From an optimization exercise on the open Yosys and OpenROAD flow, aimed at small area; shortcuts taken in it are not production practice. Only simulation tests tie the RTL to the original design; equivalence was not proved. No driver is modelled on the clock port, so clocking that relies on it looks cheaper here than on a real chip. Power figures rest on the tool's default switching activity, not on a simulated workload.

## run G
==> flow/design.v (excerpt) <==
module ALUSystem(
input[2:0] RF_O1Sel,
input[2:0] RF_O2Sel,
input[1:0] RF_FunSel,
input[3:0] RF_RSel,
input[3:0] RF_TSel,
input[3:0] ALU_FunSel,
input[1:0] ARF_OutASel,
input[1:0] ARF_OutBSel,
input[1:0] ARF_FunSel,
input[3:0] ARF_RSel,
input      IR_LH,
input      IR_Enable,
input[1:0] IR_FunSel,
input      Mem_WR,
input      Mem_CS,
input[1:0] MuxASel,
input[1:0] MuxBSel,
input      MuxCSel,
input      Clock,
input [7:0] Mem_RData,
output [7:0] RF_O1,
output [7:0] RF_O2,
output [7:0] ALU_Out,
output [3:0] ALU_FlagOut,
output [7:0] ARF_OutA,
output [7:0] ARF_OutB,
output [15:0] IR_Out,
output [7:0] MuxAOut,
output [7:0] MuxBOut,
output [7:0] MuxCOut
);
Size: roughly 980 cells after synthesis, roughly 160 flip-flops, about 0.0088 sq mm of cells after synthesis.
Settings: LEC_CHECK=0, ABC_AREA=1, CAP_MARGIN=20, CORE_MARGIN=2, CORE_UTILIZATION=40, SLEW_MARGIN=20, SYNTH_HIERARCHICAL=1, SYNTH_MINIMUM_KEEP_SIZE=0; clock period 4.5 ns.
standard.sh (not shown) runs the stock make flow with config.mk's settings and CLKGATE_MAP_FILE= SYNTH_SCRIPT=/design/flow/synth_recipe.tcl, a recipe that flattens the netlist after the stock synthesis.
==> flow/flow/run.sh <==
#!/bin/bash
# Own layout flow: the standard layout (standard.sh), changed in three ways:
#  - synthesis maps the logic with an area-oriented ABC script (flow/abc_area.script),
#    and leaves adders to it rather than to the half- and full-adder cells;
#    everything else in synthesis, registers included, is the standard synthesis;
#  - every input and output port gets a buffer of the smallest buffer cell, buf_1;
#  - the clock tree uses small clock buffers and no dummy loads.
# Each tool's full output goes to a log file of its own in this folder.
set -euo pipefail
W=$PWD

# Synthesis: the standard scripts, with only the ABC area script replaced.
rm -rf "$W/own_scripts"
cp -r "$FLOW_HOME/scripts" "$W/own_scripts"
cp "$W/flow/abc_area.script" "$W/own_scripts/abc_area.script"
bash standard.sh SCRIPTS_DIR="$W/own_scripts" ABC_AREA=1 ADDER_MAP_FILE= synth > "$W/synth.log" 2>&1

# The rest of the standard layout.
bash standard.sh \
  "BUFFER_PORTS_ARGS=-buffer_cell sky130_fd_sc_hd__buf_1" \
  "CTS_ARGS=-sink_clustering_enable -repair_clock_nets -dont_use_dummy_load -buf_list {sky130_fd_sc_hd__clkbuf_4 sky130_fd_sc_hd__clkbuf_8}" \
  finish > "$W/layout.log" 2>&1
==> flow/flow/abc_area.script <==
strash
&get -n
&fraig -x
&put
scorr
dc2
strash
&get -n
&dch -f
&nf -R 1000
&put
&get -n
&dch -f
&nf -R 1000
&put
&get -n
&dch -f
&nf -R 1000
&put
&get -n
&dch -f
&nf -R 1000
&put
&get -n
&dch -f
&nf -R 1000
&put
&get -n
&dch -f
&nf -R 1000
&put
&get -n
&dch -f
&nf -R 1000
&put
&get -n
&dch -f
&nf -R 1000
&put
Relative to run G, the following input files were edited for run D:
--- a/flow/flow/run.sh
+++ b/flow/flow/run.sh
@@ -1,3 +1,3 @@
 #!/bin/bash
-# Own layout flow: the standard layout (standard.sh), changed in three ways:
+# Own layout flow: the standard layout (standard.sh), changed in these ways:
 #  - synthesis maps the logic with an area-oriented ABC script (flow/abc_area.script),
@@ -6,3 +6,5 @@
 #  - every input and output port gets a buffer of the smallest buffer cell, buf_1;
-#  - the clock tree uses small clock buffers and no dummy loads.
+#  - the clock tree uses small clock buffers and no dummy loads;
+#  - after global routing, cells on paths with slack to spare are downsized
+#    (RECOVER_POWER).
 # Each tool's full output goes to a log file of its own in this folder.
@@ -21,2 +23,3 @@
   "CTS_ARGS=-sink_clustering_enable -repair_clock_nets -dont_use_dummy_load -buf_list {sky130_fd_sc_hd__clkbuf_4 sky130_fd_sc_hd__clkbuf_8}" \
+  RECOVER_POWER=100 \
   finish > "$W/layout.log" 2>&1
--- outcome ---
In run D the implementation completed, yet the final layout does not meet the checks, the culprit being max-capacitance violations, max-slew violations. Of run G and run D, run G shows the higher layout overhead on the synthesized area, with run D below it. Worst hold slack essentially unchanged between run G and run D. Looking at run G and run D, the wire length reported by the detailed router is a wash.


## run 1
ALUSystem, a different RTL version from the one above (not shown whole).
Size in the first run: about 950 cells after synthesis, about 160 flip-flops, ~0.0086 mm^2 of cells after synthesis.
export LEC_CHECK = 0
export ABC_AREA = 1
export CAP_MARGIN = 20
export CORE_MARGIN = 2
export CORE_UTILIZATION = 50
export GPL_TIMING_DRIVEN = 0
export SLEW_MARGIN = 20
export SYNTH_HIERARCHICAL = 1
export SYNTH_MINIMUM_KEEP_SIZE = 0
create_clock -name core_clock -period 4.5 [get_ports {Clock}]
==> flow/flow/run.sh <==
#!/bin/bash
# Own layout flow: the standard layout (standard.sh), changed in these ways:
#  - synthesis maps the logic with an area-oriented ABC script (flow/abc_area.script),
#    and leaves adders to it rather than to the half- and full-adder cells;
#    everything else in synthesis, registers included, is the standard synthesis;
#  - every input and output port gets a buffer of the smallest buffer cell, buf_1;
#  - the clock tree uses clkbuf_4 buffers and no dummy loads; the buffers whose
#    flip-flops would see too slow a clock edge are upsized to clkbuf_8
#    (flow/post_cts.tcl).
# Each tool's full output goes to a log file of its own in this folder.
set -euo pipefail
W=$PWD

# Synthesis: the standard scripts, with only the ABC area script replaced.
rm -rf "$W/own_scripts"
cp -r "$FLOW_HOME/scripts" "$W/own_scripts"
cp "$W/flow/abc_area.script" "$W/own_scripts/abc_area.script"
bash standard.sh SCRIPTS_DIR="$W/own_scripts" ABC_AREA=1 ADDER_MAP_FILE= synth > "$W/synth.log" 2>&1

# The rest of the standard layout.
bash standard.sh \
  "BUFFER_PORTS_ARGS=-buffer_cell sky130_fd_sc_hd__buf_1" \
  "CTS_ARGS=-sink_clustering_enable -repair_clock_nets -dont_use_dummy_load -buf_list {sky130_fd_sc_hd__clkbuf_4}" \
  "POST_CTS_TCL=$W/flow/post_cts.tcl" \
  finish > "$W/layout.log" 2>&1
==> flow/flow/post_cts.tcl <==
# Run by the CTS step after its own work (POST_CTS_TCL): the clock tree is
# built of clkbuf_4; each clock buffer that drives a flip-flop clock pin whose
# slew is over the target is upsized to clkbuf_8, and the placement is
# legalized again.
proc my_fix_clock_slew { target } {
  estimate_parasitics -placement
  set up {}
  foreach pin [get_pins -hierarchical */CLK] {
    if {[get_property $pin slew_max] > $target} {
      set net [get_nets -of_objects $pin]
      foreach drv [get_pins -of_objects $net -filter "direction==output"] {
        set inst [get_cells -of_objects $drv]
        set name [get_property $inst name]
        if {[get_property [get_lib_cells -of_objects $inst] name] == "sky130_fd_sc_hd__clkbuf_4"} {
          dict set up $name 1
        }
      }
    }
  }
  foreach name [dict keys $up] {
    replace_cell [get_cells $name] sky130_fd_sc_hd__clkbuf_8
  }
  puts "my_fix_clock_slew: upsized [dict size $up] clock buffers"
}
my_fix_clock_slew 0.110
detailed_placement
check_placement -verbose
estimate_parasitics -placement
report_clock_min_period
Scripts as last shown in full above: flow/flow/abc_area.script
Run 1: done, clean on timing, DRC and antenna
For run 2, these inputs were changed with respect to run 1:
- CORE_UTILIZATION: 50 -> 55
--- a/flow/flow/post_cts.tcl
+++ b/flow/flow/post_cts.tcl
@@ -23,5 +23,5 @@
   puts "my_fix_clock_slew: upsized [dict size $up] clock buffers"
 }
-my_fix_clock_slew 0.110
+my_fix_clock_slew 0.120
 detailed_placement
 check_placement -verbose
Notes after the runs:
The final cell count of run 2 is lower than that of run 1. Run 2 went all the way through the flow, and no timing, DRC or antenna check failed. When the final numbers for run 2 and run 1 were put side by side, the post-route minimum period turned out to be greater in run 2. Max total routing usage reported by global routing across run 2 and run 1: run 2. Run 1 leaves more setup margin than run 2.
Relative to run 2, the following input files were edited for run 3:
- CORE_UTILIZATION changed from 55 to 50
- GPL_TIMING_DRIVEN removed (was 0)
--- a/flow/flow/post_cts.tcl
+++ b/flow/flow/post_cts.tcl
@@ -23,5 +23,5 @@
   puts "my_fix_clock_slew: upsized [dict size $up] clock buffers"
 }
-my_fix_clock_slew 0.120
+my_fix_clock_slew 0.110
 detailed_placement
 check_placement -verbose
==> results.txt <==
The run with more setup slack is run 3; run 2 has less.
Looking at capture point of the worst path, the alu[4]$_DFF_P_ result is from run 3; the alu[3]$_DFF_P_ one comes from run 2.
Summary: via count, run 3 worse than run 2
For the relative contribution of the clock network to total power, run 3 came in 1.2 points higher than run 2 did.
Compared with run 2, run 3 shows a worst hold slack that is 0.018 ns lower.


Setup of exp/violet:
ALUSystem, a different RTL version from the one above (not shown whole).
For scale: ~160 flip-flops, about 130 I/O pins, roughly 8600 um2 of cells after synthesis.
Design ALUSystem, start of the top module:
module ALUSystem(
input[2:0] RF_O1Sel,
input[2:0] RF_O2Sel,
input[1:0] RF_FunSel,
input[3:0] RF_RSel,
input[3:0] RF_TSel,
input[3:0] ALU_FunSel,
input[1:0] ARF_OutASel,
input[1:0] ARF_OutBSel,
input[1:0] ARF_FunSel,
input[3:0] ARF_RSel,
input      IR_LH,
input      IR_Enable,
input[1:0] IR_FunSel,
input      Mem_WR,
input      Mem_CS,
input[1:0] MuxASel,
input[1:0] MuxBSel,
input      MuxCSel,
input      Clock,
input [7:0] Mem_RData,
output [7:0] RF_O1,
output [7:0] RF_O2,
output [7:0] ALU_Out,
output [3:0] ALU_FlagOut,
output [7:0] ARF_OutA,
output [7:0] ARF_OutB,
output [15:0] IR_Out,
output [7:0] MuxAOut,
output [7:0] MuxBOut,
output [7:0] MuxCOut
);
clock: 4.5 ns
lec_check: 0
abc_area: 1
cap_margin: 20
core_margin: 2
core_utilization: 40
slew_margin: 20
synth_hierarchical: 1
synth_minimum_keep_size: 0
==> flow/flow/run.sh <==
#!/bin/bash
# Own layout flow: the standard layout (standard.sh), changed in three ways:
#  - synthesis maps the logic with an area-oriented ABC script (flow/abc_area.script),
#    and leaves adders to it rather than to the half- and full-adder cells;
#    everything else in synthesis, registers included, is the standard synthesis;
#  - every input and output port gets a buffer of the smallest buffer cell, buf_1;
#  - the clock tree uses small clock buffers and no dummy loads.
# Each tool's full output goes to a log file of its own in this folder.
set -euo pipefail
W=$PWD

# Synthesis: the standard scripts, with only the ABC area script replaced.
rm -rf "$W/own_scripts"
cp -r "$FLOW_HOME/scripts" "$W/own_scripts"
cp "$W/flow/abc_area.script" "$W/own_scripts/abc_area.script"
bash standard.sh SCRIPTS_DIR="$W/own_scripts" ABC_AREA=1 ADDER_MAP_FILE= synth > "$W/synth.log" 2>&1

# The rest of the standard layout.
bash standard.sh \
  "BUFFER_PORTS_ARGS=-buffer_cell sky130_fd_sc_hd__buf_1" \
  "CTS_ARGS=-sink_clustering_enable -repair_clock_nets -dont_use_dummy_load -buf_list {sky130_fd_sc_hd__clkbuf_4 sky130_fd_sc_hd__clkbuf_8}" \
  finish > "$W/layout.log" 2>&1
Scripts as last shown in full above: flow/flow/abc_area.script
> inputs changed (exp/violet -> exp/delta)
diff --git a/flow/flow/run.sh b/flow/flow/run.sh
--- a/flow/flow/run.sh
+++ b/flow/flow/run.sh
@@ -2 +2 @@
-# Own layout flow: the standard layout (standard.sh), changed in three ways:
+# Own layout flow: the standard layout (standard.sh), changed in these ways:
@@ -7 +7,3 @@
-#  - the clock tree uses small clock buffers and no dummy loads.
+#  - the clock tree uses clkbuf_4 buffers and no dummy loads; the buffers whose
+#    flip-flops would see too slow a clock edge are upsized to clkbuf_8
+#    (flow/post_cts.tcl).
@@ -21 +23,2 @@
-  "CTS_ARGS=-sink_clustering_enable -repair_clock_nets -dont_use_dummy_load -buf_list {sky130_fd_sc_hd__clkbuf_4 sky130_fd_sc_hd__clkbuf_8}" \
+  "CTS_ARGS=-sink_clustering_enable -repair_clock_nets -dont_use_dummy_load -buf_list {sky130_fd_sc_hd__clkbuf_4}" \
+  "POST_CTS_TCL=$W/flow/post_cts.tcl" \
==> flow/flow/post_cts.tcl (new file) <==
# Run by the CTS step after its own work (POST_CTS_TCL): the clock tree is
# built of clkbuf_4; each clock buffer that drives a flip-flop clock pin whose
# slew is over the target is upsized to clkbuf_8, and the placement is
# legalized again.
proc my_fix_clock_slew { target } {
  estimate_parasitics -placement
  set up {}
  foreach pin [get_pins -hierarchical */CLK] {
    if {[get_property $pin slew_max] > $target} {
      set net [get_nets -of_objects $pin]
      foreach drv [get_pins -of_objects $net -filter "direction==output"] {
        set inst [get_cells -of_objects $drv]
        set name [get_property $inst name]
        if {[get_property [get_lib_cells -of_objects $inst] name] == "sky130_fd_sc_hd__clkbuf_4"} {
          dict set up $name 1
        }
      }
    }
  }
  foreach name [dict keys $up] {
    replace_cell [get_cells $name] sky130_fd_sc_hd__clkbuf_8
  }
  puts "my_fix_clock_slew: upsized [dict size $up] clock buffers"
}
my_fix_clock_slew 0.110
detailed_placement
check_placement -verbose
estimate_parasitics -placement
report_clock_min_period
Results
The final layout from exp/delta, which completed every stage, passed the timing, DRC and antenna checks at the end of the flow.
Measured against each other, exp/violet and exp/delta differ in share of the clock period used by the worst path, the higher figure coming from exp/violet.
Reported for exp/violet and exp/delta, number of distinct library cell variants in the gate-level netlist after synthesis turned out identical to the last digit.
NOTE: worst hold path cell count in exp/delta falls short of that of exp/violet
Delta (exp/delta minus exp/violet): share of power burned in registers picked up an extra 0.8 points; count of fill cells added during filler insertion neither gained nor lost much; area of combinational cells with multiple inputs neither gained nor lost much.
Routed wire length: exp/violet and exp/delta compared, higher one is exp/violet
Relative area change from synthesis to final layout, exp/violet and exp/delta, higher one = exp/violet.
exp/violet -> exp/delta: number of sinks driven by the clock tree flat
Edits applied to the flow inputs when going from exp/delta to exp/yarrow:
diff --git a/flow/flow/run.sh b/flow/flow/run.sh
--- a/flow/flow/run.sh
+++ b/flow/flow/run.sh
@@ -7,3 +7 @@
-#  - the clock tree uses clkbuf_4 buffers and no dummy loads; the buffers whose
-#    flip-flops would see too slow a clock edge are upsized to clkbuf_8
-#    (flow/post_cts.tcl).
+#  - the clock tree uses small clock buffers and no dummy loads.
@@ -23,2 +21 @@
-  "CTS_ARGS=-sink_clustering_enable -repair_clock_nets -dont_use_dummy_load -buf_list {sky130_fd_sc_hd__clkbuf_4}" \
-  "POST_CTS_TCL=$W/flow/post_cts.tcl" \
+  "CTS_ARGS=-sink_clustering_enable -repair_clock_nets -dont_use_dummy_load -buf_list {sky130_fd_sc_hd__clkbuf_4 sky130_fd_sc_hd__clkbuf_8}" \
removed: flow/flow/post_cts.tcl
Findings:
Clock slew at the register clock pins of the worst setup and hold paths ended up 0.02 ns lower on exp/yarrow than on exp/delta. exp/yarrow vs. exp/delta: reported leakage power went up 0.58%; layout filler cell count now sits at about the same level; length in cells of the worst reg-to-reg path level; setup slack lower; fmax lost about 1%. No stage failed in exp/yarrow, and the final checks on the layout all came back clean.

==> static timing again, ports no longer ideal <==
The flow's constraints put no driver on any port. The routed layouts listed below were extracted and timed again, unchanged, in two steps.
Step 1, drivers: a clkbuf_16 drives Clock and a buf_2 each remaining input, both assumed.
Step 2 moves the port delays by t, midway between the first and last clock arrival at a register: inputs arrive t later, outputs are due t later. That takes back most of the time a late clock gives input paths.
a / b / c = ideal / step 1 / step 2; a / b = the first two.
run	shift t [ns]	setup slack, ns	worst setup path at the end	clock arrival spread, ns
run G	0.480	0.312 / 0.312 / -0.076	input to register	0.042 / 0.042
run D	0.477	0.291 / 0.291 / -0.087	input to register	0.041 / 0.041
run 1	0.578	0.281 / 0.281 / -0.247	input to register	0.038 / 0.037
run 2	0.578	0.260 / 0.260 / -0.239	input to register	0.039 / 0.038
run 3	0.603	0.521 / 0.521 / 0.058	input to register	0.031 / 0.032
exp/violet	0.484	0.276 / 0.276 / -0.113	input to register	0.038 / 0.038
exp/delta	0.616	0.320 / 0.320 / -0.126	input to register	0.035 / 0.034
exp/yarrow	0.484	0.276 / 0.276 / -0.113	input to register	0.038 / 0.038
For run 1, which loses most, drivers alone change the setup slack by 0.000 ns; drivers and shift together by -0.528 ns.
